Background: an optimization exercise with open tools, aiming at small area, a short achievable clock period and few clock cycles per item. Do not read the settings as production practice.
No functional check of the RTL was part of this run.
Power is estimated from default activity; no workload was simulated.

**design/flow/design.v**
```verilog
module booth (
    input  wire        clk  ,
    input  wire        rst_n,
    input  wire [15:0] x    ,
    input  wire [15:0] y    ,
    input  wire        start,
    output wire [31:0] z    ,
    output wire        busy
);
assign busy = 1'b0;
wire one0_0, two0_0;
menc0 ue0_0 (.y2(y[1]), .y1(y[0]), .one(one0_0), .two(two0_0));
wire one1_0, two1_0;
menc ue1_0 (.y2(y[3]), .y1(y[2]), .y0(y[1]), .one(one1_0), .two(two1_0));
wire one2_0, two2_0;
menc ue2_0 (.y2(y[5]), .y1(y[4]), .y0(y[3]), .one(one2_0), .two(two2_0));
wire one3_0, two3_0;
menc ue3_0 (.y2(y[7]), .y1(y[6]), .y0(y[5]), .one(one3_0), .two(two3_0));
wire one4_0, two4_0;
menc ue4_0 (.y2(y[9]), .y1(y[8]), .y0(y[7]), .one(one4_0), .two(two4_0));
wire one5_0, two5_0;
menc ue5_0 (.y2(y[11]), .y1(y[10]), .y0(y[9]), .one(one5_0), .two(two5_0));
wire one6_0, two6_0;
menc ue6_0 (.y2(y[13]), .y1(y[12]), .y0(y[11]), .one(one6_0), .two(two6_0));
wire one7_0, two7_0;
menc ue7_0 (.y2(y[15]), .y1(y[14]), .y0(y[13]), .one(one7_0), .two(two7_0));
wire pp0_0;
mbs0 upp0_0 (.xj(x[0]), .one(one0_0), .neg(y[1]), .pp(pp0_0));
wire pp0_1;
mbs upp0_1 (.xj(x[1]), .xm(x[0]), .one(one0_0), .two(two0_0), .neg(y[1]), .pp(pp0_1));
wire pp0_2;
mbs upp0_2 (.xj(x[2]), .xm(x[1]), .one(one0_0), .two(two0_0), .neg(y[1]), .pp(pp0_2));
wire pp0_3;
mbs upp0_3 (.xj(x[3]), .xm(x[2]), .one(one0_0), .two(two0_0), .neg(y[1]), .pp(pp0_3));
wire pp0_4;
mbs upp0_4 (.xj(x[4]), .xm(x[3]), .one(one0_0), .two(two0_0), .neg(y[1]), .pp(pp0_4));
wire pp0_5;
mbs upp0_5 (.xj(x[5]), .xm(x[4]), .one(one0_0), .two(two0_0), .neg(y[1]), .pp(pp0_5));
wire pp0_6;
mbs upp0_6 (.xj(x[6]), .xm(x[5]), .one(one0_0), .two(two0_0), .neg(y[1]), .pp(pp0_6));
wire pp0_7;
mbs upp0_7 (.xj(x[7]), .xm(x[6]), .one(one0_0), .two(two0_0), .neg(y[1]), .pp(pp0_7));
wire pp0_8;
mbs upp0_8 (.xj(x[8]), .xm(x[7]), .one(one0_0), .two(two0_0), .neg(y[1]), .pp(pp0_8));
wire pp0_9;
mbs upp0_9 (.xj(x[9]), .xm(x[8]), .one(one0_0), .two(two0_0), .neg(y[1]), .pp(pp0_9));
wire pp0_10;
mbs upp0_10 (.xj(x[10]), .xm(x[9]), .one(one0_0), .two(two0_0), .neg(y[1]), .pp(pp0_10));
wire pp0_11;
mbs upp0_11 (.xj(x[11]), .xm(x[10]), .one(one0_0), .two(two0_0), .neg(y[1]), .pp(pp0_11));
wire pp0_12;
mbs upp0_12 (.xj(x[12]), .xm(x[11]), .one(one0_0), .two(two0_0), .neg(y[1]), .pp(pp0_12));
wire pp0_13;
mbs upp0_13 (.xj(x[13]), .xm(x[12]), .one(one0_0), .two(two0_0), .neg(y[1]), .pp(pp0_13));
wire pp0_14;
mbs upp0_14 (.xj(x[14]), .xm(x[13]), .one(one0_0), .two(two0_0), .neg(y[1]), .pp(pp0_14));
wire pp0_15;
mbs upp0_15 (.xj(x[15]), .xm(x[14]), .one(one0_0), .two(two0_0), .neg(y[1]), .pp(pp0_15));
wire pp0_16;
mbsn upp0_16 (.xj(x[15]), .xm(x[15]), .one(one0_0), .two(two0_0), .neg(y[1]), .pp(pp0_16));
wire s0n;
minv us0n (.a(pp0_16), .y(s0n));
wire pp1_0;
mbs0 upp1_0 (.xj(x[0]), .one(one1_0), .neg(y[3]), .pp(pp1_0));
wire pp1_1;
mbs upp1_1 (.xj(x[1]), .xm(x[0]), .one(one1_0), .two(two1_0), .neg(y[3]), .pp(pp1_1));
wire pp1_2;
mbs upp1_2 (.xj(x[2]), .xm(x[1]), .one(one1_0), .two(two1_0), .neg(y[3]), .pp(pp1_2));
wire pp1_3;
mbs upp1_3 (.xj(x[3]), .xm(x[2]), .one(one1_0), .two(two1_0), .neg(y[3]), .pp(pp1_3));
wire pp1_4;
mbs upp1_4 (.xj(x[4]), .xm(x[3]), .one(one1_0), .two(two1_0), .neg(y[3]), .pp(pp1_4));
wire pp1_5;
mbs upp1_5 (.xj(x[5]), .xm(x[4]), .one(one1_0), .two(two1_0), .neg(y[3]), .pp(pp1_5));
wire pp1_6;
mbs upp1_6 (.xj(x[6]), .xm(x[5]), .one(one1_0), .two(two1_0), .neg(y[3]), .pp(pp1_6));
wire pp1_7;
mbs upp1_7 (.xj(x[7]), .xm(x[6]), .one(one1_0), .two(two1_0), .neg(y[3]), .pp(pp1_7));
wire pp1_8;
mbs upp1_8 (.xj(x[8]), .xm(x[7]), .one(one1_0), .two(two1_0), .neg(y[3]), .pp(pp1_8));
wire pp1_9;
mbs upp1_9 (.xj(x[9]), .xm(x[8]), .one(one1_0), .two(two1_0), .neg(y[3]), .pp(pp1_9));
wire pp1_10;
mbs upp1_10 (.xj(x[10]), .xm(x[9]), .one(one1_0), .two(two1_0), .neg(y[3]), .pp(pp1_10));
wire pp1_11;
mbs upp1_11 (.xj(x[11]), .xm(x[10]), .one(one1_0), .two(two1_0), .neg(y[3]), .pp(pp1_11));
wire pp1_12;
mbs upp1_12 (.xj(x[12]), .xm(x[11]), .one(one1_0), .two(two1_0), .neg(y[3]), .pp(pp1_12));
wire pp1_13;
mbs upp1_13 (.xj(x[13]), .xm(x[12]), .one(one1_0), .two(two1_0), .neg(y[3]), .pp(pp1_13));
wire pp1_14;
mbs upp1_14 (.xj(x[14]), .xm(x[13]), .one(one1_0), .two(two1_0), .neg(y[3]), .pp(pp1_14));
wire pp1_15;
mbs upp1_15 (.xj(x[15]), .xm(x[14]), .one(one1_0), .two(two1_0), .neg(y[3]), .pp(pp1_15));
wire pp1_16;
mbsn upp1_16 (.xj(x[15]), .xm(x[15]), .one(one1_0), .two(two1_0), .neg(y[3]), .pp(pp1_16));
wire pp2_0;
mbs0 upp2_0 (.xj(x[0]), .one(one2_0), .neg(y[5]), .pp(pp2_0));
wire pp2_1;
mbs upp2_1 (.xj(x[1]), .xm(x[0]), .one(one2_0), .two(two2_0), .neg(y[5]), .pp(pp2_1));
wire pp2_2;
mbs upp2_2 (.xj(x[2]), .xm(x[1]), .one(one2_0), .two(two2_0), .neg(y[5]), .pp(pp2_2));
wire pp2_3;
mbs upp2_3 (.xj(x[3]), .xm(x[2]), .one(one2_0), .two(two2_0), .neg(y[5]), .pp(pp2_3));
wire pp2_4;
mbs upp2_4 (.xj(x[4]), .xm(x[3]), .one(one2_0), .two(two2_0), .neg(y[5]), .pp(pp2_4));
wire pp2_5;
mbs upp2_5 (.xj(x[5]), .xm(x[4]), .one(one2_0), .two(two2_0), .neg(y[5]), .pp(pp2_5));
wire pp2_6;
mbs upp2_6 (.xj(x[6]), .xm(x[5]), .one(one2_0), .two(two2_0), .neg(y[5]), .pp(pp2_6));
wire pp2_7;
mbs upp2_7 (.xj(x[7]), .xm(x[6]), .one(one2_0), .two(two2_0), .neg(y[5]), .pp(pp2_7));
wire pp2_8;
mbs upp2_8 (.xj(x[8]), .xm(x[7]), .one(one2_0), .two(two2_0), .neg(y[5]), .pp(pp2_8));
wire pp2_9;
mbs upp2_9 (.xj(x[9]), .xm(x[8]), .one(one2_0), .two(two2_0), .neg(y[5]), .pp(pp2_9));
wire pp2_10;
mbs upp2_10 (.xj(x[10]), .xm(x[9]), .one(one2_0), .two(two2_0), .neg(y[5]), .pp(pp2_10));
wire pp2_11;
mbs upp2_11 (.xj(x[11]), .xm(x[10]), .one(one2_0), .two(two2_0), .neg(y[5]), .pp(pp2_11));
wire pp2_12;
mbs upp2_12 (.xj(x[12]), .xm(x[11]), .one(one2_0), .two(two2_0), .neg(y[5]), .pp(pp2_12));
wire pp2_13;
mbs upp2_13 (.xj(x[13]), .xm(x[12]), .one(one2_0), .two(two2_0), .neg(y[5]), .pp(pp2_13));
wire pp2_14;
mbs upp2_14 (.xj(x[14]), .xm(x[13]), .one(one2_0), .two(two2_0), .neg(y[5]), .pp(pp2_14));
wire pp2_15;
mbs upp2_15 (.xj(x[15]), .xm(x[14]), .one(one2_0), .two(two2_0), .neg(y[5]), .pp(pp2_15));
wire pp2_16;
mbsn upp2_16 (.xj(x[15]), .xm(x[15]), .one(one2_0), .two(two2_0), .neg(y[5]), .pp(pp2_16));
wire pp3_0;
mbs0 upp3_0 (.xj(x[0]), .one(one3_0), .neg(y[7]), .pp(pp3_0));
wire pp3_1;
mbs upp3_1 (.xj(x[1]), .xm(x[0]), .one(one3_0), .two(two3_0), .neg(y[7]), .pp(pp3_1));
wire pp3_2;
mbs upp3_2 (.xj(x[2]), .xm(x[1]), .one(one3_0), .two(two3_0), .neg(y[7]), .pp(pp3_2));
wire pp3_3;
mbs upp3_3 (.xj(x[3]), .xm(x[2]), .one(one3_0), .two(two3_0), .neg(y[7]), .pp(pp3_3));
wire pp3_4;
mbs upp3_4 (.xj(x[4]), .xm(x[3]), .one(one3_0), .two(two3_0), .neg(y[7]), .pp(pp3_4));
wire pp3_5;
mbs upp3_5 (.xj(x[5]), .xm(x[4]), .one(one3_0), .two(two3_0), .neg(y[7]), .pp(pp3_5));
wire pp3_6;
mbs upp3_6 (.xj(x[6]), .xm(x[5]), .one(one3_0), .two(two3_0), .neg(y[7]), .pp(pp3_6));
wire pp3_7;
mbs upp3_7 (.xj(x[7]), .xm(x[6]), .one(one3_0), .two(two3_0), .neg(y[7]), .pp(pp3_7));
wire pp3_8;
mbs upp3_8 (.xj(x[8]), .xm(x[7]), .one(one3_0), .two(two3_0), .neg(y[7]), .pp(pp3_8));
wire pp3_9;
mbs upp3_9 (.xj(x[9]), .xm(x[8]), .one(one3_0), .two(two3_0), .neg(y[7]), .pp(pp3_9));
wire pp3_10;
mbs upp3_10 (.xj(x[10]), .xm(x[9]), .one(one3_0), .two(two3_0), .neg(y[7]), .pp(pp3_10));
wire pp3_11;
mbs upp3_11 (.xj(x[11]), .xm(x[10]), .one(one3_0), .two(two3_0), .neg(y[7]), .pp(pp3_11));
wire pp3_12;
mbs upp3_12 (.xj(x[12]), .xm(x[11]), .one(one3_0), .two(two3_0), .neg(y[7]), .pp(pp3_12));
wire pp3_13;
mbs upp3_13 (.xj(x[13]), .xm(x[12]), .one(one3_0), .two(two3_0), .neg(y[7]), .pp(pp3_13));
wire pp3_14;
mbs upp3_14 (.xj(x[14]), .xm(x[13]), .one(one3_0), .two(two3_0), .neg(y[7]), .pp(pp3_14));
wire pp3_15;
mbs upp3_15 (.xj(x[15]), .xm(x[14]), .one(one3_0), .two(two3_0), .neg(y[7]), .pp(pp3_15));
wire pp3_16;
mbsn upp3_16 (.xj(x[15]), .xm(x[15]), .one(one3_0), .two(two3_0), .neg(y[7]), .pp(pp3_16));
wire pp4_0;
mbs0 upp4_0 (.xj(x[0]), .one(one4_0), .neg(y[9]), .pp(pp4_0));
wire pp4_1;
mbs upp4_1 (.xj(x[1]), .xm(x[0]), .one(one4_0), .two(two4_0), .neg(y[9]), .pp(pp4_1));
wire pp4_2;
mbs upp4_2 (.xj(x[2]), .xm(x[1]), .one(one4_0), .two(two4_0), .neg(y[9]), .pp(pp4_2));
wire pp4_3;
mbs upp4_3 (.xj(x[3]), .xm(x[2]), .one(one4_0), .two(two4_0), .neg(y[9]), .pp(pp4_3));
wire pp4_4;
mbs upp4_4 (.xj(x[4]), .xm(x[3]), .one(one4_0), .two(two4_0), .neg(y[9]), .pp(pp4_4));
wire pp4_5;
mbs upp4_5 (.xj(x[5]), .xm(x[4]), .one(one4_0), .two(two4_0), .neg(y[9]), .pp(pp4_5));
wire pp4_6;
mbs upp4_6 (.xj(x[6]), .xm(x[5]), .one(one4_0), .two(two4_0), .neg(y[9]), .pp(pp4_6));
wire pp4_7;
mbs upp4_7 (.xj(x[7]), .xm(x[6]), .one(one4_0), .two(two4_0), .neg(y[9]), .pp(pp4_7));
wire pp4_8;
mbs upp4_8 (.xj(x[8]), .xm(x[7]), .one(one4_0), .two(two4_0), .neg(y[9]), .pp(pp4_8));
wire pp4_9;
mbs upp4_9 (.xj(x[9]), .xm(x[8]), .one(one4_0), .two(two4_0), .neg(y[9]), .pp(pp4_9));
wire pp4_10;
mbs upp4_10 (.xj(x[10]), .xm(x[9]), .one(one4_0), .two(two4_0), .neg(y[9]), .pp(pp4_10));
wire pp4_11;
mbs upp4_11 (.xj(x[11]), .xm(x[10]), .one(one4_0), .two(two4_0), .neg(y[9]), .pp(pp4_11));
wire pp4_12;
mbs upp4_12 (.xj(x[12]), .xm(x[11]), .one(one4_0), .two(two4_0), .neg(y[9]), .pp(pp4_12));
wire pp4_13;
mbs upp4_13 (.xj(x[13]), .xm(x[12]), .one(one4_0), .two(two4_0), .neg(y[9]), .pp(pp4_13));
wire pp4_14;
mbs upp4_14 (.xj(x[14]), .xm(x[13]), .one(one4_0), .two(two4_0), .neg(y[9]), .pp(pp4_14));
wire pp4_15;
mbs upp4_15 (.xj(x[15]), .xm(x[14]), .one(one4_0), .two(two4_0), .neg(y[9]), .pp(pp4_15));
wire pp4_16;
mbsn upp4_16 (.xj(x[15]), .xm(x[15]), .one(one4_0), .two(two4_0), .neg(y[9]), .pp(pp4_16));
wire pp5_0;
mbs0 upp5_0 (.xj(x[0]), .one(one5_0), .neg(y[11]), .pp(pp5_0));
wire pp5_1;
mbs upp5_1 (.xj(x[1]), .xm(x[0]), .one(one5_0), .two(two5_0), .neg(y[11]), .pp(pp5_1));
wire pp5_2;
mbs upp5_2 (.xj(x[2]), .xm(x[1]), .one(one5_0), .two(two5_0), .neg(y[11]), .pp(pp5_2));
wire pp5_3;
mbs upp5_3 (.xj(x[3]), .xm(x[2]), .one(one5_0), .two(two5_0), .neg(y[11]), .pp(pp5_3));
wire pp5_4;
mbs upp5_4 (.xj(x[4]), .xm(x[3]), .one(one5_0), .two(two5_0), .neg(y[11]), .pp(pp5_4));
wire pp5_5;
mbs upp5_5 (.xj(x[5]), .xm(x[4]), .one(one5_0), .two(two5_0), .neg(y[11]), .pp(pp5_5));
wire pp5_6;
mbs upp5_6 (.xj(x[6]), .xm(x[5]), .one(one5_0), .two(two5_0), .neg(y[11]), .pp(pp5_6));
wire pp5_7;
mbs upp5_7 (.xj(x[7]), .xm(x[6]), .one(one5_0), .two(two5_0), .neg(y[11]), .pp(pp5_7));
wire pp5_8;
mbs upp5_8 (.xj(x[8]), .xm(x[7]), .one(one5_0), .two(two5_0), .neg(y[11]), .pp(pp5_8));
wire pp5_9;
mbs upp5_9 (.xj(x[9]), .xm(x[8]), .one(one5_0), .two(two5_0), .neg(y[11]), .pp(pp5_9));
wire pp5_10;
mbs upp5_10 (.xj(x[10]), .xm(x[9]), .one(one5_0), .two(two5_0), .neg(y[11]), .pp(pp5_10));
wire pp5_11;
mbs upp5_11 (.xj(x[11]), .xm(x[10]), .one(one5_0), .two(two5_0), .neg(y[11]), .pp(pp5_11));
wire pp5_12;
mbs upp5_12 (.xj(x[12]), .xm(x[11]), .one(one5_0), .two(two5_0), .neg(y[11]), .pp(pp5_12));
wire pp5_13;
mbs upp5_13 (.xj(x[13]), .xm(x[12]), .one(one5_0), .two(two5_0), .neg(y[11]), .pp(pp5_13));
wire pp5_14;
mbs upp5_14 (.xj(x[14]), .xm(x[13]), .one(one5_0), .two(two5_0), .neg(y[11]), .pp(pp5_14));
wire pp5_15;
mbs upp5_15 (.xj(x[15]), .xm(x[14]), .one(one5_0), .two(two5_0), .neg(y[11]), .pp(pp5_15));
wire pp5_16;
mbsn upp5_16 (.xj(x[15]), .xm(x[15]), .one(one5_0), .two(two5_0), .neg(y[11]), .pp(pp5_16));
wire pp6_0;
mbs0 upp6_0 (.xj(x[0]), .one(one6_0), .neg(y[13]), .pp(pp6_0));
wire pp6_1;
mbs upp6_1 (.xj(x[1]), .xm(x[0]), .one(one6_0), .two(two6_0), .neg(y[13]), .pp(pp6_1));
wire pp6_2;
mbs upp6_2 (.xj(x[2]), .xm(x[1]), .one(one6_0), .two(two6_0), .neg(y[13]), .pp(pp6_2));
wire pp6_3;
mbs upp6_3 (.xj(x[3]), .xm(x[2]), .one(one6_0), .two(two6_0), .neg(y[13]), .pp(pp6_3));
wire pp6_4;
mbs upp6_4 (.xj(x[4]), .xm(x[3]), .one(one6_0), .two(two6_0), .neg(y[13]), .pp(pp6_4));
wire pp6_5;
mbs upp6_5 (.xj(x[5]), .xm(x[4]), .one(one6_0), .two(two6_0), .neg(y[13]), .pp(pp6_5));
wire pp6_6;
mbs upp6_6 (.xj(x[6]), .xm(x[5]), .one(one6_0), .two(two6_0), .neg(y[13]), .pp(pp6_6));
wire pp6_7;
mbs upp6_7 (.xj(x[7]), .xm(x[6]), .one(one6_0), .two(two6_0), .neg(y[13]), .pp(pp6_7));
wire pp6_8;
mbs upp6_8 (.xj(x[8]), .xm(x[7]), .one(one6_0), .two(two6_0), .neg(y[13]), .pp(pp6_8));
wire pp6_9;
mbs upp6_9 (.xj(x[9]), .xm(x[8]), .one(one6_0), .two(two6_0), .neg(y[13]), .pp(pp6_9));
wire pp6_10;
mbs upp6_10 (.xj(x[10]), .xm(x[9]), .one(one6_0), .two(two6_0), .neg(y[13]), .pp(pp6_10));
wire pp6_11;
mbs upp6_11 (.xj(x[11]), .xm(x[10]), .one(one6_0), .two(two6_0), .neg(y[13]), .pp(pp6_11));
wire pp6_12;
mbs upp6_12 (.xj(x[12]), .xm(x[11]), .one(one6_0), .two(two6_0), .neg(y[13]), .pp(pp6_12));
wire pp6_13;
mbs upp6_13 (.xj(x[13]), .xm(x[12]), .one(one6_0), .two(two6_0), .neg(y[13]), .pp(pp6_13));
wire pp6_14;
mbs upp6_14 (.xj(x[14]), .xm(x[13]), .one(one6_0), .two(two6_0), .neg(y[13]), .pp(pp6_14));
wire pp6_15;
mbs upp6_15 (.xj(x[15]), .xm(x[14]), .one(one6_0), .two(two6_0), .neg(y[13]), .pp(pp6_15));
wire pp6_16;
mbsn upp6_16 (.xj(x[15]), .xm(x[15]), .one(one6_0), .two(two6_0), .neg(y[13]), .pp(pp6_16));
wire pp7_0;
mbs0 upp7_0 (.xj(x[0]), .one(one7_0), .neg(y[15]), .pp(pp7_0));
wire pp7_1;
mbs upp7_1 (.xj(x[1]), .xm(x[0]), .one(one7_0), .two(two7_0), .neg(y[15]), .pp(pp7_1));
wire pp7_2;
mbs upp7_2 (.xj(x[2]), .xm(x[1]), .one(one7_0), .two(two7_0), .neg(y[15]), .pp(pp7_2));
wire pp7_3;
mbs upp7_3 (.xj(x[3]), .xm(x[2]), .one(one7_0), .two(two7_0), .neg(y[15]), .pp(pp7_3));
wire pp7_4;
mbs upp7_4 (.xj(x[4]), .xm(x[3]), .one(one7_0), .two(two7_0), .neg(y[15]), .pp(pp7_4));
wire pp7_5;
mbs upp7_5 (.xj(x[5]), .xm(x[4]), .one(one7_0), .two(two7_0), .neg(y[15]), .pp(pp7_5));
wire pp7_6;
mbs upp7_6 (.xj(x[6]), .xm(x[5]), .one(one7_0), .two(two7_0), .neg(y[15]), .pp(pp7_6));
wire pp7_7;
mbs upp7_7 (.xj(x[7]), .xm(x[6]), .one(one7_0), .two(two7_0), .neg(y[15]), .pp(pp7_7));
wire pp7_8;
mbs upp7_8 (.xj(x[8]), .xm(x[7]), .one(one7_0), .two(two7_0), .neg(y[15]), .pp(pp7_8));
wire pp7_9;
mbs upp7_9 (.xj(x[9]), .xm(x[8]), .one(one7_0), .two(two7_0), .neg(y[15]), .pp(pp7_9));
wire pp7_10;
mbs upp7_10 (.xj(x[10]), .xm(x[9]), .one(one7_0), .two(two7_0), .neg(y[15]), .pp(pp7_10));
wire pp7_11;
mbs upp7_11 (.xj(x[11]), .xm(x[10]), .one(one7_0), .two(two7_0), .neg(y[15]), .pp(pp7_11));
wire pp7_12;
mbs upp7_12 (.xj(x[12]), .xm(x[11]), .one(one7_0), .two(two7_0), .neg(y[15]), .pp(pp7_12));
wire pp7_13;
mbs upp7_13 (.xj(x[13]), .xm(x[12]), .one(one7_0), .two(two7_0), .neg(y[15]), .pp(pp7_13));
wire pp7_14;
mbs upp7_14 (.xj(x[14]), .xm(x[13]), .one(one7_0), .two(two7_0), .neg(y[15]), .pp(pp7_14));
wire pp7_15;
mbs upp7_15 (.xj(x[15]), .xm(x[14]), .one(one7_0), .two(two7_0), .neg(y[15]), .pp(pp7_15));
wire pp7_16;
mbsn upp7_16 (.xj(x[15]), .xm(x[15]), .one(one7_0), .two(two7_0), .neg(y[15]), .pp(pp7_16));
wire s1, c2;
mha us1 (.a(y[3]), .b(pp0_2), .s(s1), .co(c2));
wire s3, c4;
mha us3 (.a(pp0_3), .b(pp1_1), .s(s3), .co(c4));
wire s5, c6;
mfa us5 (.a(y[5]), .b(pp0_4), .c(pp1_2), .s(s5), .co(c6));
wire s7, c8;
mha us7 (.a(pp2_0), .b(c4), .s(s7), .co(c8));
wire s9, c10;
mfa us9 (.a(pp0_5), .b(pp1_3), .c(pp2_1), .s(s9), .co(c10));
wire s11, c12;
mha us11 (.a(c6), .b(c8), .s(s11), .co(c12));
wire s13, c14;
mfa us13 (.a(y[7]), .b(pp0_6), .c(pp1_4), .s(s13), .co(c14));
wire s15, c16;
mfa us15 (.a(pp2_2), .b(pp3_0), .c(c10), .s(s15), .co(c16));
wire s17, c18;
mha us17 (.a(s13), .b(c12), .s(s17), .co(c18));
wire s19, c20;
mfa us19 (.a(pp0_7), .b(pp1_5), .c(pp2_3), .s(s19), .co(c20));
wire s21, c22;
mfa us21 (.a(pp3_1), .b(c14), .c(s19), .s(s21), .co(c22));
wire s23, c24;
mha us23 (.a(c16), .b(c18), .s(s23), .co(c24));
wire s25, c26;
mfa us25 (.a(y[9]), .b(pp0_8), .c(pp1_6), .s(s25), .co(c26));
wire s27, c28;
mfa us27 (.a(pp2_4), .b(pp3_2), .c(pp4_0), .s(s27), .co(c28));
wire s29, c30;
mfa us29 (.a(c20), .b(s25), .c(s27), .s(s29), .co(c30));
wire s31, c32;
mha us31 (.a(c22), .b(s29), .s(s31), .co(c32));
wire s33, c34;
mfa us33 (.a(pp0_9), .b(pp1_7), .c(pp2_5), .s(s33), .co(c34));
wire s35, c36;
mfa us35 (.a(pp3_3), .b(pp4_1), .c(c26), .s(s35), .co(c36));
wire s37, c38;
mfa us37 (.a(c28), .b(s33), .c(s35), .s(s37), .co(c38));
wire s39, c40;
mha us39 (.a(c30), .b(c32), .s(s39), .co(c40));
wire s41, c42;
mfa us41 (.a(y[11]), .b(pp0_10), .c(pp1_8), .s(s41), .co(c42));
wire s43, c44;
mfa us43 (.a(pp2_6), .b(pp3_4), .c(pp4_2), .s(s43), .co(c44));
wire s45, c46;
mfa us45 (.a(pp5_0), .b(c34), .c(s41), .s(s45), .co(c46));
wire s47, c48;
mfa us47 (.a(s43), .b(c36), .c(s45), .s(s47), .co(c48));
wire s49, c50;
mha us49 (.a(c38), .b(c40), .s(s49), .co(c50));
wire s51, c52;
mfa us51 (.a(pp0_11), .b(pp1_9), .c(pp2_7), .s(s51), .co(c52));
wire s53, c54;
mfa us53 (.a(pp3_5), .b(pp4_3), .c(pp5_1), .s(s53), .co(c54));
wire s55, c56;
mfa us55 (.a(c42), .b(c44), .c(s51), .s(s55), .co(c56));
wire s57, c58;
mfa us57 (.a(s53), .b(c46), .c(s55), .s(s57), .co(c58));
wire s59, c60;
mha us59 (.a(c48), .b(s57), .s(s59), .co(c60));
wire s61, c62;
mfa us61 (.a(y[13]), .b(pp0_12), .c(pp1_10), .s(s61), .co(c62));
wire s63, c64;
mfa us63 (.a(pp2_8), .b(pp3_6), .c(pp4_4), .s(s63), .co(c64));
wire s65, c66;
mfa us65 (.a(pp5_2), .b(pp6_0), .c(c52), .s(s65), .co(c66));
wire s67, c68;
mfa us67 (.a(c54), .b(s61), .c(s63), .s(s67), .co(c68));
wire s69, c70;
mfa us69 (.a(s65), .b(c56), .c(s67), .s(s69), .co(c70));
wire s71, c72;
mha us71 (.a(c58), .b(s69), .s(s71), .co(c72));
wire s73, c74;
mfa us73 (.a(pp0_13), .b(pp1_11), .c(pp2_9), .s(s73), .co(c74));
wire s75, c76;
mfa us75 (.a(pp3_7), .b(pp4_5), .c(pp5_3), .s(s75), .co(c76));
wire s77, c78;
mfa us77 (.a(pp6_1), .b(c62), .c(c64), .s(s77), .co(c78));
wire s79, c80;
mfa us79 (.a(s73), .b(s75), .c(c66), .s(s79), .co(c80));
wire s81, c82;
mfa us81 (.a(s77), .b(c68), .c(s79), .s(s81), .co(c82));
wire s83, c84;
mha us83 (.a(c70), .b(c72), .s(s83), .co(c84));
wire s85, c86;
mfa us85 (.a(y[15]), .b(pp0_14), .c(pp1_12), .s(s85), .co(c86));
wire s87, c88;
mfa us87 (.a(pp2_10), .b(pp3_8), .c(pp4_6), .s(s87), .co(c88));
wire s89, c90;
mfa us89 (.a(pp5_4), .b(pp6_2), .c(pp7_0), .s(s89), .co(c90));
wire s91, c92;
mfa us91 (.a(c74), .b(c76), .c(s85), .s(s91), .co(c92));
wire s93, c94;
mfa us93 (.a(s87), .b(s89), .c(c78), .s(s93), .co(c94));
wire s95, c96;
mfa us95 (.a(s91), .b(c80), .c(s93), .s(s95), .co(c96));
wire s97, c98;
mha us97 (.a(c82), .b(s95), .s(s97), .co(c98));
wire s99, c100;
mfa us99 (.a(pp0_15), .b(pp1_13), .c(pp2_11), .s(s99), .co(c100));
wire s101, c102;
mfa us101 (.a(pp3_9), .b(pp4_7), .c(pp5_5), .s(s101), .co(c102));
wire s103, c104;
mfa us103 (.a(pp6_3), .b(pp7_1), .c(c86), .s(s103), .co(c104));
wire s105, c106;
mfa us105 (.a(c88), .b(c90), .c(s99), .s(s105), .co(c106));
wire s107, c108;
mfa us107 (.a(s101), .b(s103), .c(c92), .s(s107), .co(c108));
wire s109, c110;
mfa us109 (.a(s105), .b(c94), .c(s107), .s(s109), .co(c110));
wire s111, c112;
mha us111 (.a(c96), .b(s109), .s(s111), .co(c112));
wire s113, c114;
mfa us113 (.a(s0n), .b(pp1_14), .c(pp2_12), .s(s113), .co(c114));
wire s115, c116;
mfa us115 (.a(pp3_10), .b(pp4_8), .c(pp5_6), .s(s115), .co(c116));
wire s117, c118;
mfa us117 (.a(pp6_4), .b(pp7_2), .c(c100), .s(s117), .co(c118));
wire s119, c120;
mfa us119 (.a(c102), .b(s113), .c(s115), .s(s119), .co(c120));
wire s121, c122;
mfa us121 (.a(c104), .b(s117), .c(c106), .s(s121), .co(c122));
wire s123, c124;
mfa us123 (.a(s119), .b(c108), .c(s121), .s(s123), .co(c124));
wire s125, c126;
mha us125 (.a(c110), .b(s123), .s(s125), .co(c126));
wire s127, c128;
mfa us127 (.a(s0n), .b(pp1_15), .c(pp2_13), .s(s127), .co(c128));
wire s129, c130;
mfa us129 (.a(pp3_11), .b(pp4_9), .c(pp5_7), .s(s129), .co(c130));
wire s131, c132;
mfa us131 (.a(pp6_5), .b(pp7_3), .c(c114), .s(s131), .co(c132));
wire s133, c134;
mfa us133 (.a(c116), .b(s127), .c(s129), .s(s133), .co(c134));
wire s135, c136;
mfa us135 (.a(c118), .b(s131), .c(c120), .s(s135), .co(c136));
wire s137, c138;
mfa us137 (.a(s133), .b(c122), .c(s135), .s(s137), .co(c138));
wire s139, c140;
mha us139 (.a(c124), .b(s137), .s(s139), .co(c140));
wire s141, c142;
mfa us141 (.a(pp0_16), .b(pp1_16), .c(pp2_14), .s(s141), .co(c142));
wire s143, c144;
mfa us143 (.a(pp3_12), .b(pp4_10), .c(pp5_8), .s(s143), .co(c144));
wire s145, c146;
mfa us145 (.a(pp6_6), .b(pp7_4), .c(c128), .s(s145), .co(c146));
wire s147, c148;
mfa us147 (.a(c130), .b(s141), .c(s143), .s(s147), .co(c148));
wire s149, c150;
mfa us149 (.a(c132), .b(s145), .c(c134), .s(s149), .co(c150));
wire s151, c152;
mfa us151 (.a(s147), .b(c136), .c(s149), .s(s151), .co(c152));
wire s153, c154;
mha us153 (.a(c138), .b(s151), .s(s153), .co(c154));
wire s155;
minv us155 (.a(pp2_15), .y(s155));
wire s156, c157;
mfa us156 (.a(pp3_13), .b(pp4_11), .c(pp5_9), .s(s156), .co(c157));
wire s158, c159;
mfa us158 (.a(pp6_7), .b(pp7_5), .c(s155), .s(s158), .co(c159));
wire s160, c161;
mfa us160 (.a(c142), .b(c144), .c(s156), .s(s160), .co(c161));
wire s162, c163;
mfa us162 (.a(s158), .b(c146), .c(c148), .s(s162), .co(c163));
wire s164, c165;
mfa us164 (.a(s160), .b(c150), .c(s162), .s(s164), .co(c165));
wire s166, c167;
mha us166 (.a(c152), .b(s164), .s(s166), .co(c167));
wire s168, c169;
mfa us168 (.a(pp2_16), .b(pp3_14), .c(pp4_12), .s(s168), .co(c169));
wire s170, c171;
mfa us170 (.a(pp5_10), .b(pp6_8), .c(pp7_6), .s(s170), .co(c171));
wire s172, c173;
mfa us172 (.a(pp2_15), .b(c157), .c(s168), .s(s172), .co(c173));
wire s174, c175;
mfa us174 (.a(s170), .b(c159), .c(c161), .s(s174), .co(c175));
wire s176, c177;
mfa us176 (.a(s172), .b(c163), .c(s174), .s(s176), .co(c177));
wire s178, c179;
mha us178 (.a(c165), .b(s176), .s(s178), .co(c179));
wire s180;
minv us180 (.a(pp3_15), .y(s180));
wire s181, c182;
mfa us181 (.a(pp4_13), .b(pp5_11), .c(pp6_9), .s(s181), .co(c182));
wire s183, c184;
mfa us183 (.a(pp7_7), .b(s180), .c(c169), .s(s183), .co(c184));
wire s185, c186;
mfa us185 (.a(c171), .b(s181), .c(s183), .s(s185), .co(c186));
wire s187, c188;
mfa us187 (.a(c173), .b(c175), .c(s185), .s(s187), .co(c188));
wire s189, c190;
mha us189 (.a(c177), .b(s187), .s(s189), .co(c190));
wire s191, c192;
mfa us191 (.a(pp3_16), .b(pp4_14), .c(pp5_12), .s(s191), .co(c192));
wire s193, c194;
mfa us193 (.a(pp6_10), .b(pp7_8), .c(pp3_15), .s(s193), .co(c194));
wire s195, c196;
mfa us195 (.a(c182), .b(s191), .c(s193), .s(s195), .co(c196));
wire s197, c198;
mfa us197 (.a(c184), .b(s195), .c(c186), .s(s197), .co(c198));
wire s199, c200;
mha us199 (.a(c188), .b(s197), .s(s199), .co(c200));
wire s201;
minv us201 (.a(pp4_15), .y(s201));
wire s202, c203;
mfa us202 (.a(pp5_13), .b(pp6_11), .c(pp7_9), .s(s202), .co(c203));
wire s204, c205;
mfa us204 (.a(s201), .b(c192), .c(c194), .s(s204), .co(c205));
wire s206, c207;
mfa us206 (.a(s202), .b(s204), .c(c196), .s(s206), .co(c207));
wire s208, c209;
mha us208 (.a(s206), .b(c198), .s(s208), .co(c209));
wire s210, c211;
mfa us210 (.a(pp4_16), .b(pp5_14), .c(pp6_12), .s(s210), .co(c211));
wire s212, c213;
mfa us212 (.a(pp7_10), .b(pp4_15), .c(c203), .s(s212), .co(c213));
wire s214, c215;
mfa us214 (.a(s210), .b(c205), .c(s212), .s(s214), .co(c215));
wire s216, c217;
mha us216 (.a(c207), .b(s214), .s(s216), .co(c217));
wire s218;
minv us218 (.a(pp5_15), .y(s218));
wire s219, c220;
mfa us219 (.a(pp6_13), .b(pp7_11), .c(s218), .s(s219), .co(c220));
wire s221, c222;
mfa us221 (.a(c211), .b(s219), .c(c213), .s(s221), .co(c222));
wire s223, c224;
mha us223 (.a(c215), .b(s221), .s(s223), .co(c224));
wire s225, c226;
mfa us225 (.a(pp5_16), .b(pp6_14), .c(pp7_12), .s(s225), .co(c226));
wire s227, c228;
mfa us227 (.a(pp5_15), .b(s225), .c(c220), .s(s227), .co(c228));
wire s229, c230;
mha us229 (.a(s227), .b(c222), .s(s229), .co(c230));
wire s231;
minv us231 (.a(pp6_15), .y(s231));
wire s232, c233;
mfa us232 (.a(pp7_13), .b(s231), .c(c226), .s(s232), .co(c233));
wire s234, c235;
mha us234 (.a(s232), .b(c228), .s(s234), .co(c235));
wire s236, c237;
mfa us236 (.a(pp6_16), .b(pp7_14), .c(pp6_15), .s(s236), .co(c237));
wire s238, c239;
mha us238 (.a(s236), .b(c233), .s(s238), .co(c239));
wire s240;
minv us240 (.a(pp7_15), .y(s240));
wire s241, c242;
mfa us241 (.a(s240), .b(c237), .c(c239), .s(s241), .co(c242));
wire s243, c244;
mfa us243 (.a(pp7_16), .b(pp7_15), .c(c242), .s(s243), .co(c244));
wire s245;
minv us245 (.a(c244), .y(s245));
wire lp1, lg2;
mha ulp1 (.a(pp0_0), .b(y[1]), .s(lp1), .co(lg2));
wire lp3, lg4;
mha ulp3 (.a(pp1_0), .b(s1), .s(lp3), .co(lg4));
wire lp5, lg6;
mha ulp5 (.a(c2), .b(s3), .s(lp5), .co(lg6));
wire lp7, lg8;
mha ulp7 (.a(s5), .b(s7), .s(lp7), .co(lg8));
wire lp9, lg10;
mha ulp9 (.a(s9), .b(s11), .s(lp9), .co(lg10));
wire lp11, lg12;
mha ulp11 (.a(s15), .b(s17), .s(lp11), .co(lg12));
wire lp13, lg14;
mha ulp13 (.a(s21), .b(s23), .s(lp13), .co(lg14));
wire lp15, lg16;
mha ulp15 (.a(c24), .b(s31), .s(lp15), .co(lg16));
wire lp17, lg18;
mha ulp17 (.a(s37), .b(s39), .s(lp17), .co(lg18));
wire lq19;
mand ulq19 (.a(lp3), .b(pp0_1), .y(lq19));
wire lg20;
mao ulg20 (.g1(lg8), .p1(lp7), .g0(lg6), .g(lg20));
wire lq21;
mand ulq21 (.a(lp7), .b(lp5), .y(lq21));
wire lg22;
mao ulg22 (.g1(lg12), .p1(lp11), .g0(lg10), .g(lg22));
wire lq23;
mand ulq23 (.a(lp11), .b(lp9), .y(lq23));
wire lg24;
mao ulg24 (.g1(lg16), .p1(lp15), .g0(lg14), .g(lg24));
wire lq25;
mand ulq25 (.a(lp15), .b(lp13), .y(lq25));
wire lg26;
mao ulg26 (.g1(lg4), .p1(lq19), .g0(lg2), .g(lg26));
wire lg27;
mao ulg27 (.g1(lg22), .p1(lq23), .g0(lg20), .g(lg27));
wire lq28;
mand ulq28 (.a(lq23), .b(lq21), .y(lq28));
wire lg29;
mao ulg29 (.g1(lg27), .p1(lq28), .g0(lg26), .g(lg29));
wire lg30;
mao ulg30 (.g1(lg20), .p1(lq21), .g0(lg26), .g(lg30));
wire lg31;
mao ulg31 (.g1(lg24), .p1(lq25), .g0(lg29), .g(lg31));
wire la32;
mand ula32 (.a(pp0_1), .b(lg2), .y(la32));
wire lg33;
mao ulg33 (.g1(lg6), .p1(lp5), .g0(lg26), .g(lg33));
wire lg34;
mao ulg34 (.g1(lg10), .p1(lp9), .g0(lg30), .g(lg34));
wire lg35;
mao ulg35 (.g1(lg14), .p1(lp13), .g0(lg29), .g(lg35));
wire lg36;
mao ulg36 (.g1(lg18), .p1(lp17), .g0(lg31), .g(lg36));
wire ls37;
mxor uls37 (.a(pp0_1), .b(lg2), .y(ls37));
wire ls38;
mxor uls38 (.a(lp3), .b(la32), .y(ls38));
wire ls39;
mxor uls39 (.a(lp5), .b(lg26), .y(ls39));
wire ls40;
mxor uls40 (.a(lp7), .b(lg33), .y(ls40));
wire ls41;
mxor uls41 (.a(lp9), .b(lg30), .y(ls41));
wire ls42;
mxor uls42 (.a(lp11), .b(lg34), .y(ls42));
wire ls43;
mxor uls43 (.a(lp13), .b(lg29), .y(ls43));
wire ls44;
mxor uls44 (.a(lp15), .b(lg35), .y(ls44));
wire ls45;
mxor uls45 (.a(lp17), .b(lg31), .y(ls45));
reg [10:0] qlo;
reg [21:0] qa;
reg [18:0] qb;
wire hp46, hg47;
mha uhp46 (.a(qa[0]), .b(qb[0]), .s(hp46), .co(hg47));
wire hp48, hg49;
mha uhp48 (.a(qa[1]), .b(qb[1]), .s(hp48), .co(hg49));
wire hp50, hg51;
mha uhp50 (.a(qa[2]), .b(qb[2]), .s(hp50), .co(hg51));
wire hp52, hg53;
mha uhp52 (.a(qa[3]), .b(qb[3]), .s(hp52), .co(hg53));
wire hp54, hg55;
mha uhp54 (.a(qa[4]), .b(qb[4]), .s(hp54), .co(hg55));
wire hp56, hg57;
mha uhp56 (.a(qa[5]), .b(qb[5]), .s(hp56), .co(hg57));
wire hp58, hg59;
mha uhp58 (.a(qa[6]), .b(qb[6]), .s(hp58), .co(hg59));
wire hp60, hg61;
mha uhp60 (.a(qa[7]), .b(qb[7]), .s(hp60), .co(hg61));
wire hp62, hg63;
mha uhp62 (.a(qa[8]), .b(qb[8]), .s(hp62), .co(hg63));
wire hp64, hg65;
mha uhp64 (.a(qa[9]), .b(qb[9]), .s(hp64), .co(hg65));
wire hp66, hg67;
mha uhp66 (.a(qa[10]), .b(qb[10]), .s(hp66), .co(hg67));
wire hp68, hg69;
mha uhp68 (.a(qa[11]), .b(qb[11]), .s(hp68), .co(hg69));
wire hp70, hg71;
mha uhp70 (.a(qa[12]), .b(qb[12]), .s(hp70), .co(hg71));
wire hp72, hg73;
mha uhp72 (.a(qa[13]), .b(qb[13]), .s(hp72), .co(hg73));
wire hp74, hg75;
mha uhp74 (.a(qa[14]), .b(qb[14]), .s(hp74), .co(hg75));
wire hp76, hg77;
mha uhp76 (.a(qa[15]), .b(qb[15]), .s(hp76), .co(hg77));
wire hp78, hg79;
mha uhp78 (.a(qa[16]), .b(qb[16]), .s(hp78), .co(hg79));
wire hp80, hg81;
mha uhp80 (.a(qa[17]), .b(qb[17]), .s(hp80), .co(hg81));
wire hp82, hg83;
mha uhp82 (.a(qa[18]), .b(qb[18]), .s(hp82), .co(hg83));
wire hg84;
mao uhg84 (.g1(hg47), .p1(hp46), .g0(qlo[10]), .g(hg84));
wire hg85;
mao uhg85 (.g1(hg51), .p1(hp50), .g0(hg49), .g(hg85));
wire hq86;
mand uhq86 (.a(hp50), .b(hp48), .y(hq86));
wire hg87;
mao uhg87 (.g1(hg55), .p1(hp54), .g0(hg53), .g(hg87));
wire hq88;
mand uhq88 (.a(hp54), .b(hp52), .y(hq88));
wire hg89;
mao uhg89 (.g1(hg59), .p1(hp58), .g0(hg57), .g(hg89));
wire hq90;
mand uhq90 (.a(hp58), .b(hp56), .y(hq90));
wire hg91;
mao uhg91 (.g1(hg63), .p1(hp62), .g0(hg61), .g(hg91));
wire hq92;
mand uhq92 (.a(hp62), .b(hp60), .y(hq92));
wire hg93;
mao uhg93 (.g1(hg67), .p1(hp66), .g0(hg65), .g(hg93));
wire hq94;
mand uhq94 (.a(hp66), .b(hp64), .y(hq94));
wire hg95;
mao uhg95 (.g1(hg71), .p1(hp70), .g0(hg69), .g(hg95));
wire hq96;
mand uhq96 (.a(hp70), .b(hp68), .y(hq96));
wire hg97;
mao uhg97 (.g1(hg75), .p1(hp74), .g0(hg73), .g(hg97));
wire hq98;
mand uhq98 (.a(hp74), .b(hp72), .y(hq98));
wire hg99;
mao uhg99 (.g1(hg79), .p1(hp78), .g0(hg77), .g(hg99));
wire hq100;
mand uhq100 (.a(hp78), .b(hp76), .y(hq100));
wire hg101;
mao uhg101 (.g1(hg83), .p1(hp82), .g0(hg81), .g(hg101));
wire hq102;
mand uhq102 (.a(hp82), .b(hp80), .y(hq102));
wire hq103;
mand uhq103 (.a(qa[20]), .b(qa[19]), .y(hq103));
wire hg104;
mao uhg104 (.g1(hg85), .p1(hq86), .g0(hg84), .g(hg104));
wire hg105;
mao uhg105 (.g1(hg89), .p1(hq90), .g0(hg87), .g(hg105));
wire hq106;
mand uhq106 (.a(hq90), .b(hq88), .y(hq106));
wire hg107;
mao uhg107 (.g1(hg93), .p1(hq94), .g0(hg91), .g(hg107));
wire hq108;
mand uhq108 (.a(hq94), .b(hq92), .y(hq108));
wire hg109;
mao uhg109 (.g1(hg97), .p1(hq98), .g0(hg95), .g(hg109));
wire hq110;
mand uhq110 (.a(hq98), .b(hq96), .y(hq110));
wire hg111;
mao uhg111 (.g1(hg101), .p1(hq102), .g0(hg99), .g(hg111));
wire hq112;
mand uhq112 (.a(hq102), .b(hq100), .y(hq112));
wire hg113;
mao uhg113 (.g1(hg105), .p1(hq106), .g0(hg104), .g(hg113));
wire hg114;
mao uhg114 (.g1(hg109), .p1(hq110), .g0(hg107), .g(hg114));
wire hq115;
mand uhq115 (.a(hq110), .b(hq108), .y(hq115));
wire hg116;
mao uhg116 (.g1(hg114), .p1(hq115), .g0(hg113), .g(hg116));
wire hg117;
mao uhg117 (.g1(hg107), .p1(hq108), .g0(hg113), .g(hg117));
wire hg118;
mao uhg118 (.g1(hg111), .p1(hq112), .g0(hg116), .g(hg118));
wire hg119;
mao uhg119 (.g1(hg87), .p1(hq88), .g0(hg104), .g(hg119));
wire hg120;
mao uhg120 (.g1(hg91), .p1(hq92), .g0(hg113), .g(hg120));
wire hg121;
mao uhg121 (.g1(hg95), .p1(hq96), .g0(hg117), .g(hg121));
wire hg122;
mao uhg122 (.g1(hg99), .p1(hq100), .g0(hg116), .g(hg122));
wire ha123;
mand uha123 (.a(hq103), .b(hg118), .y(ha123));
wire hg124;
mao uhg124 (.g1(hg49), .p1(hp48), .g0(hg84), .g(hg124));
wire hg125;
mao uhg125 (.g1(hg53), .p1(hp52), .g0(hg104), .g(hg125));
wire hg126;
mao uhg126 (.g1(hg57), .p1(hp56), .g0(hg119), .g(hg126));
wire hg127;
mao uhg127 (.g1(hg61), .p1(hp60), .g0(hg113), .g(hg127));
wire hg128;
mao uhg128 (.g1(hg65), .p1(hp64), .g0(hg120), .g(hg128));
wire hg129;
mao uhg129 (.g1(hg69), .p1(hp68), .g0(hg117), .g(hg129));
wire hg130;
mao uhg130 (.g1(hg73), .p1(hp72), .g0(hg121), .g(hg130));
wire hg131;
mao uhg131 (.g1(hg77), .p1(hp76), .g0(hg116), .g(hg131));
wire hg132;
mao uhg132 (.g1(hg81), .p1(hp80), .g0(hg122), .g(hg132));
wire ha133;
mand uha133 (.a(qa[19]), .b(hg118), .y(ha133));
wire ha134;
mand uha134 (.a(qa[21]), .b(ha123), .y(ha134));
wire hs135;
mxor uhs135 (.a(hp46), .b(qlo[10]), .y(hs135));
wire hs136;
mxor uhs136 (.a(hp48), .b(hg84), .y(hs136));
wire hs137;
mxor uhs137 (.a(hp50), .b(hg124), .y(hs137));
wire hs138;
mxor uhs138 (.a(hp52), .b(hg104), .y(hs138));
wire hs139;
mxor uhs139 (.a(hp54), .b(hg125), .y(hs139));
wire hs140;
mxor uhs140 (.a(hp56), .b(hg119), .y(hs140));
wire hs141;
mxor uhs141 (.a(hp58), .b(hg126), .y(hs141));
wire hs142;
mxor uhs142 (.a(hp60), .b(hg113), .y(hs142));
wire hs143;
mxor uhs143 (.a(hp62), .b(hg127), .y(hs143));
wire hs144;
mxor uhs144 (.a(hp64), .b(hg120), .y(hs144));
wire hs145;
mxor uhs145 (.a(hp66), .b(hg128), .y(hs145));
wire hs146;
mxor uhs146 (.a(hp68), .b(hg117), .y(hs146));
wire hs147;
mxor uhs147 (.a(hp70), .b(hg129), .y(hs147));
wire hs148;
mxor uhs148 (.a(hp72), .b(hg121), .y(hs148));
wire hs149;
mxor uhs149 (.a(hp74), .b(hg130), .y(hs149));
wire hs150;
mxor uhs150 (.a(hp76), .b(hg116), .y(hs150));
wire hs151;
mxor uhs151 (.a(hp78), .b(hg131), .y(hs151));
wire hs152;
mxor uhs152 (.a(hp80), .b(hg122), .y(hs152));
wire hs153;
mxor uhs153 (.a(hp82), .b(hg132), .y(hs153));
wire hs154;
mxor uhs154 (.a(qa[19]), .b(hg118), .y(hs154));
wire hs155;
mxor uhs155 (.a(qa[20]), .b(ha133), .y(hs155));
wire hs156;
mxor uhs156 (.a(qa[21]), .b(ha123), .y(hs156));
assign z = {hs156, hs155, hs154, hs153, hs152, hs151, hs150, hs149, hs148, hs147, hs146, hs145, hs144, hs143, hs142, hs141, hs140, hs139, hs138, hs137, hs136, hs135, qlo[9], qlo[8], qlo[7], qlo[6], qlo[5], qlo[4], qlo[3], qlo[2], qlo[1], qlo[0]};
always @(posedge clk)
    if (start) begin
        qlo <= {lg36, ls45, ls44, ls43, ls42, ls41, ls40, ls39, ls38, ls37, lp1};
        qa <= {s245, s243, s241, c235, c230, c224, c217, c209, c200, c190, c179, c167, c154, c140, c126, c112, c98, c84, s81, c60, c50, s47};
        qb <= {s238, s234, s229, s223, s216, s208, s199, s189, s178, s166, s153, s139, s125, s111, s97, s83, s71, s59, s49};
    end
endmodule
module menc (input wire y2, input wire y1, input wire y0, output wire one, output wire two);
assign one = y1 ^ y0;
assign two = (y2 & ~y1 & ~y0) | (~y2 & y1 & y0);
endmodule
module menc0 (input wire y2, input wire y1, output wire one, output wire two);
assign one = y1;
assign two = y2 & ~y1;
endmodule
module mbs (input wire xj, input wire xm, input wire one, input wire two, input wire neg, output wire pp);
assign pp = ((one & xj) | (two & xm)) ^ neg;
endmodule
module mbs0 (input wire xj, input wire one, input wire neg, output wire pp);
assign pp = (one & xj) ^ neg;
endmodule
module mbsn (input wire xj, input wire xm, input wire one, input wire two, input wire neg, output wire pp);
assign pp = ~(((one & xj) | (two & xm)) ^ neg);
endmodule
module mfa (input wire a, input wire b, input wire c, output wire s, output wire co);
assign s  = a ^ b ^ c;
assign co = (a & b) | (a & c) | (b & c);
endmodule
module mha (input wire a, input wire b, output wire s, output wire co);
assign s  = a ^ b;
assign co = a & b;
endmodule
module minv (input wire a, output wire y);
assign y = ~a;
endmodule
module mand (input wire a, input wire b, output wire y);
assign y = a & b;
endmodule
module mxor (input wire a, input wire b, output wire y);
assign y = a ^ b;
endmodule
module mao (input wire g1, input wire p1, input wire g0, output wire g);
assign g = g1 | (p1 & g0);
endmodule
```
**design/flow/flow/run.sh**
```bash
#!/bin/bash
set -euo pipefail
export BUFFER_PORTS_ARGS="-buffer_cell sky130_fd_sc_hd__buf_2"
export PRE_FLOORPLAN_TCL="$PWD/flow/downsize.tcl"
bash standard.sh > standard.log 2>&1
```
**design/flow/standard.sh**
```bash
#!/bin/bash
# synth_recipe.tcl (not shown) runs the flow's synth.tcl, then flattens the netlist and writes it again
# the make line also repeats each setting of config.mk as NAME=value (left out here)
make -C /OpenROAD-flow-scripts/flow DESIGN_CONFIG=/design/flow/config.mk WORK_HOME=/design/flow/orfs CLKGATE_MAP_FILE= SYNTH_SCRIPT=/design/flow/synth_recipe.tcl "${@:-finish}"
```
**design/flow/config.mk**
```make
export PLATFORM = sky130hd
export DESIGN_NAME = booth
export DESIGN_NICKNAME = booth
export VERILOG_FILES = /design/flow/design.v
export SDC_FILE = /design/flow/constraint.sdc
export NUM_CORES = 4
export LEC_CHECK = 0
export CAP_MARGIN = 20
export CORE_MARGIN = 2
export CORE_UTILIZATION = 40
export SLEW_MARGIN = 20
export SYNTH_HIERARCHICAL = 1
export SYNTH_MINIMUM_KEEP_SIZE = 0
```
**design/flow/constraint.sdc**
```tcl
create_clock -name core_clock -period 4.0 [get_ports {clk}]
set_input_delay 0.8000 -clock core_clock [delete_from_list [all_inputs] [get_ports {clk}]]
set_output_delay 0.8000 -clock core_clock [all_outputs]
set_load 0.01 [all_outputs]
```
**design/flow/flow/downsize.tcl**
```tcl
# Start the layout from the smallest drive strength of each combinational
# cell that synthesis picked; timing repair later sizes up what it needs.
set db [ord::get_db]
set block [ord::get_db_block]
set n 0
foreach inst [$block getInsts] {
  set m [[$inst getMaster] getName]
  if {![regexp {^(sky130_fd_sc_hd__([a-z0-9]+))_([0-9]+)$} $m -> base short drive]} { continue }
  if {[regexp {^(s?e?df|dl|conb|tap|fill|decap|clk)} $short]} { continue }
  foreach d {0 1 2} {
    if {$d >= $drive} { break }
    set cand ${base}_$d
    set cm [$db findMaster $cand]
    if {$cm eq "NULL" || $cm eq ""} { continue }
    replace_cell [$inst getName] $cand
    incr n
    break
  }
}
puts "downsize.tcl: resized $n instances"
```
==> summary.txt <==
==> power groups by stage <==
stage                     combinational [uW]  sequential, uW  clock, uW
after CTS                               4680            1270        572
after detailed placement                4640            1280          0
after global placement                  4510            1270          0
after floorplan                         3400            1250          0
final                                   4580            1260        557
after global routing                    5240            1290        599
==> state kept, by name (all words and copies together), names as in the netlist <==
register and cells:
qlo 11, qa 22, qb 19
==> placed cells by master (no fill, tap or decap), types with 6 or more instances in the layout <==
| cell | instances |
|---|---|
| edfxtp_1 | 52 |
| fa_1 | 92 |
| xnor2_1 | 128 |
| nand2b_1 | 7 |
| nand2_1 | 15 |
| buf_2 | 65 |
| buf_4 | 66 |
| o22ai_2 | 6 |
| a21o_1 | 45 |
| ha_1 | 55 |
| and2_0 | 23 |
| xor2_1 | 40 |
| inv_1 | 8 |
| xor2_2 | 6 |
| a22oi_1 | 128 |
==> critical path: cells and delay by family <==
kind	cells	cell delay [ns]
and+or+nand+nor	1	0.10
xor gates and xnor gates	1	0.24
adders and majority gates	5	2.11
AOI/OAI and AO/OA	2	0.26
buffers and inverters	2	0.42
==> path summary, 6_finish.rpt <==
| kind | slack, ns | end | from |
|---|---|---|---|
| setup / recovery | 0.11 | qb[5]$_DFFE_PP_ | y[3] |
| hold / removal | 1.11 | qlo[2]$_DFFE_PP_ | start |
==> metal layers <==
metal | GRT usage (%) | up-vias
li1 | - | 2515
met1 | 26.5 | 2767
met2 | 32.6 | 175
met3 | 2.86 | 20
met4 | 5.42 | 0
met5 | 0 | -
==> metrics by stage <==
step                      power [uW]  utilization, %  hold slack [ns]  setup TNS (ns)  instance area, um^2
after floorplan                 4650               -            0.912               0                 7460
after CTS                       6520            48.4             1.13               0                 8720
final                           6400            48.4             1.11               0                 8720
after global routing            7140            48.4             1.16               0                 8720
after detailed placement        5920            47.4             1.21           -2.17                 8540
after global placement          5780            47.4             1.21           -1.34                 8540
==> final cells by class <==
class	count	area (um^2)	area share, %
well taps	229	287	3.28
multi-input cells	548	5740	65.8
repair buffers	136	921	10.6
clock buffers	5	125	1.43
inverters	8	30.0	0.344
clock inverters	2	60.1	0.688
flip-flops and latches	52	1560	17.9
==> flow_summary_export.csv <==
group,metric,value,unit
route,vias_per_cell,5.59,
global_route,grt_overflow,0,
route,routed_wl,18.5,mm
power_and_ir_drop,powerDensity,734,nW/um^2
clock_tree,post_cts_buffers,0,
synth,yosysWarnings,7,
power_and_ir_drop,pwr-share-comb,71.5,%
placed_design,hpwl,14.6,mm
route,vias,5477,
setup_path,cp_max_fo,12,
setup_path,cpMostUsedCell,"fa_1",
clock_tree,cts.repair.resized,0,
setup_path,arrival,3.94,ns
synth,syn_inst,642,
status,status,"finished clean",
route,wl_per_cell,18.9,um
power_and_ir_drop,pwr-share-seq,19.7,%
clock_tree,h-tree-depth,2,
die,fp-row-count,49,
placed_design,placed_cells,973,
timing,fin_ws,0.115,ns
cells_and_area,drive_gt1_share,20.8,%
global_route,grt_max_degree,33,
route,top_layer,"met4",
power_and_ir_drop,p_clk_share,8.7,%
power_and_ir_drop,swShare,41.9,%
global_route,grtUsageTotal,19.5,%
timing,finalSetupViolCount,0,
setup_path,cp.required,4.05,ns
clock_tree,cts_tree,"done",
timing,rsz0062_at_grt,"false",
timing,fin_crit,3.89,ns
die,dieWidth,140,um
placed_design,portBuffers,65,
clock_tree,cts.sink_count,52,
clock_tree,holdBufCountCts,0,
clock_tree,clock_path_buffers,2,
setup_path,worstSetupEndpointType,"flip-flop",
timing,fmax,257,MHz
cells_and_area,layout.cells.non_filler,980,
clock_tree,numCtsBuffers,5,
worst_hold_path,hold_path_class,"primary input to flip-flop",
die,core,18000,um^2
cells_and_area,fill_cells,1697,
setup_path,worstSetupStartpointType,"primary input",
route,antenna_left,0,
setup_path,path_cells,"buf_2 > nand2b_1 > o22ai_2 > buf_4 > a22oi_1 > xnor2_1 > fa_1 > fa_1 > fa_1 > fa_1 > ha_1",
setup_path,crit_type,"primary input to flip-flop",
route,route.met3.wl,935,um
power_and_ir_drop,p_sw,2680,uW
synth,syn-num-nets,824,
route,dr_wl_met2,9.10,mm
setup_path,slowest_stage,"fa_1",
route,drtPass1Iterations,6,
job,cap_violations,0,
power_and_ir_drop,irDropWorstVdd,0.516,mV
die,ios,68,
timing,relSlewSlack,48.0,%
clock_tree,path_clk_slew,0.08,ns
die,start_util,40.9,%
timing,post-route-period-util,97.1,%
cells_and_area,nets,933,
timing,maxSlewViolCount,0,
die,die_y,140,um
setup_path,slowest_delay,0.51,ns
placed_design,gp_congestion,0.885,
cells_and_area,diodes,0,
placed_design,post-place-ws,-0.184,ns
timing,tightest_slew,0.780,ns
route,drt_iter0_drc,402,
timing,hold_violations,0,
global_route,grt_pass1_wl,30.3,mm
global_route,first_global_vias,5809,
clock_tree,root_buffer,"clkbuf_16",
route,drc,0,
global_route,antenna_found_initial,0,
route,drt-met1-wl,8.17,mm
power_and_ir_drop,p_int,3720,uW
power_and_ir_drop,p_leak,0.00362,uW
die,fp.dieArea,19500,um^2
worst_hold_path,hold_depth,1,

==> static timing again, ports no longer ideal <==
In the flow no input, the clock included, has a driving cell. The finished layout below was timed again as built, in two steps. Step 1: set_driving_cell puts a clkbuf_16 on clk and a buf_2 on each other input, an assumption about the parent block. Step 2 moves the port delays by t, midway between the first and last clock arrival at a register: inputs arrive t later, outputs are due t later. That takes back most of the time a late clock gives input paths. Slacks: no drivers / after step 1 / after step 2; pairs: no drivers / after step 1.
t, ns: 0.342
setup WS [ns]: 0.115 / 0.133 / -0.209
worst setup path at the end: input to register
worst register clock-pin slew, ns: 0.08 / 0.08
pins driven straight from the clock port: 1
With both steps, setup timing fails in this run, where it was met with ideal ports. For this run, drivers alone change the setup slack by +0.018 ns; drivers and shift together by -0.324 ns.
